This design comes from an exercise in tuning for small area, a short achievable clock period and few clock cycles on the open sky130 flow, not from production work.
The RTL was checked by simulation tests, not by an equivalence proof against the original design.

## fft_top
module fft_top (
    input         clk,
    input         rst_n,
    input         start,
    input         data_valid,
    input  [15:0] data_in_real,
    input  [15:0] data_in_imag,
    input  [5:0]  addr_in,
    input         rd_en,
    input  [5:0]  addr_out,
    output        busy,
    output        done,
    output [15:0] data_out_real,
    output [15:0] data_out_imag
);
Size in the first run: about 170000 um2 of cells after synthesis.
==> flow/config.mk <==
export PLATFORM = sky130hd
export DESIGN_NAME = fft_top
export DESIGN_NICKNAME = fft_top
export VERILOG_FILES = /design/flow/design.v
export SDC_FILE = /design/flow/constraint.sdc
export NUM_CORES = 4
export LEC_CHECK = 0
export ABC_CLOCK_PERIOD_IN_PS = 4000
export CAP_MARGIN = 20
export CORE_MARGIN = 2
export CORE_UTILIZATION = 55
export CTS_CLUSTER_DIAMETER = 110
export CTS_CLUSTER_SIZE = 24
export PLACE_DENSITY = 0.7
export SETUP_SLACK_MARGIN = 5
export SLEW_MARGIN = 20
export SYNTH_HIERARCHICAL = 1
export SYNTH_MINIMUM_KEEP_SIZE = 0
==> flow/constraint.sdc <==
create_clock -name core_clock -period 11.0 [get_ports {clk}]
set_input_delay 2.2000 -clock core_clock [delete_from_list [all_inputs] [get_ports {clk}]]
set_output_delay 2.2000 -clock core_clock [all_outputs]
set_load 0.01 [all_outputs]
standard.sh (not shown) runs the stock make flow with config.mk's settings and CLKGATE_MAP_FILE= SYNTH_SCRIPT=/design/flow/synth_recipe.tcl, a recipe that flattens the netlist after the stock synthesis.
==> flow/flow/run.sh <==
#!/bin/bash
# Layout flow: the standard flow (standard.sh: the same synthesis and
# steps) run with a larger setup margin for the resizer's timing repair, so
# that repair keeps improving paths that already meet the clock period.
# The clock period and constraints are the standard flow's, unchanged.
# Each tool's output goes to a log file in this folder.
set -o pipefail
sed 's/SETUP_SLACK_MARGIN=[0-9.]*/SETUP_SLACK_MARGIN=7.1/' standard.sh > standard_margin.sh
cp standard_margin.sh standard_margin_sh.log
bash standard_margin.sh > standard.log 2>&1
Testbench counts at the start, summed over its fixed seeds: cycles 7,304.
==> next run, changes <==
--- a/flow/config.mk
+++ b/flow/config.mk
@@ -9,8 +9,8 @@
 export CAP_MARGIN = 20
 export CORE_MARGIN = 2
-export CORE_UTILIZATION = 55
-export CTS_CLUSTER_DIAMETER = 110
-export CTS_CLUSTER_SIZE = 24
-export PLACE_DENSITY = 0.7
+export CORE_UTILIZATION = 50
+export CTS_CLUSTER_DIAMETER = 120
+export CTS_CLUSTER_SIZE = 20
+export PLACE_DENSITY = 0.65
 export SETUP_SLACK_MARGIN = 5
 export SLEW_MARGIN = 20
What happened: The changed run finished clean. Worst setup slack degrades by 0.023 ns. Core utilization came out lower by 5.0 points. Clock skew hardly moves. Maximum frequency is lower slightly. Design area goes up slightly.
==> next run, changes <==
--- a/flow/config.mk
+++ b/flow/config.mk
@@ -9,8 +9,8 @@
 export CAP_MARGIN = 20
 export CORE_MARGIN = 2
-export CORE_UTILIZATION = 50
+export CORE_UTILIZATION = 60
 export CTS_CLUSTER_DIAMETER = 120
 export CTS_CLUSTER_SIZE = 20
-export PLACE_DENSITY = 0.65
+export PLACE_DENSITY = 0.72
 export SETUP_SLACK_MARGIN = 5
 export SLEW_MARGIN = 20
After rerunning:
- The changed run ran to the end with no violations
- worst setup slack gets worse by 0.029 ns
- die area fell by about a fifth
- worst hold slack gets better by 0.033 ns
- clock skew fell by 0.020 ns
- count of clock-buffer cells in the layout fell by 1
- sequential share of layout area rose by 0.37 points
- register-to-register slack gets worse by 0.03 ns
- global-route usage rose by 7.4 points
==> next run, changes <==
--- a/flow/config.mk
+++ b/flow/config.mk
@@ -9,8 +9,8 @@
 export CAP_MARGIN = 20
 export CORE_MARGIN = 2
-export CORE_UTILIZATION = 60
+export CORE_UTILIZATION = 55
 export CTS_CLUSTER_DIAMETER = 120
 export CTS_CLUSTER_SIZE = 20
-export PLACE_DENSITY = 0.72
+export PLACE_DENSITY = 0.7
 export SETUP_SLACK_MARGIN = 5
 export SLEW_MARGIN = 20
Outcome: Worst setup slack is better by 0.077 ns; core utilization went down by 5.1 points.

separate check: timing with driven ports:
The flow's constraints put no driver on any port. The routed layouts listed below were extracted and timed again, unchanged, in two steps.
Step 1, drivers: a clkbuf_16 drives clk and a buf_2 each remaining input, both assumed.
Step 2, shift: input delay + t, output delay - t, t = (earliest + latest rising clock arrival at the registers) / 2. This alone moves slack from input paths to output paths.
a / b / c = ideal / step 1 / step 2; a / b = the first two.
run	t (ns)	setup slack, ns	clock arrival spread, ns	worst data-port slew with drivers (ns)
the first run	0.992	7.072 / 7.051 / 7.072	0.088 / 0.088	0.07
the second run	1.022	7.049 / 7.012 / 7.049	0.087 / 0.087	0.05
the third run	0.992	7.020 / 7.020 / 7.020	0.065 / 0.065	0.07
the fourth run	1.009	7.097 / 7.049 / 7.097	0.090 / 0.090	0.07
After both steps every run listed still meets setup and hold.
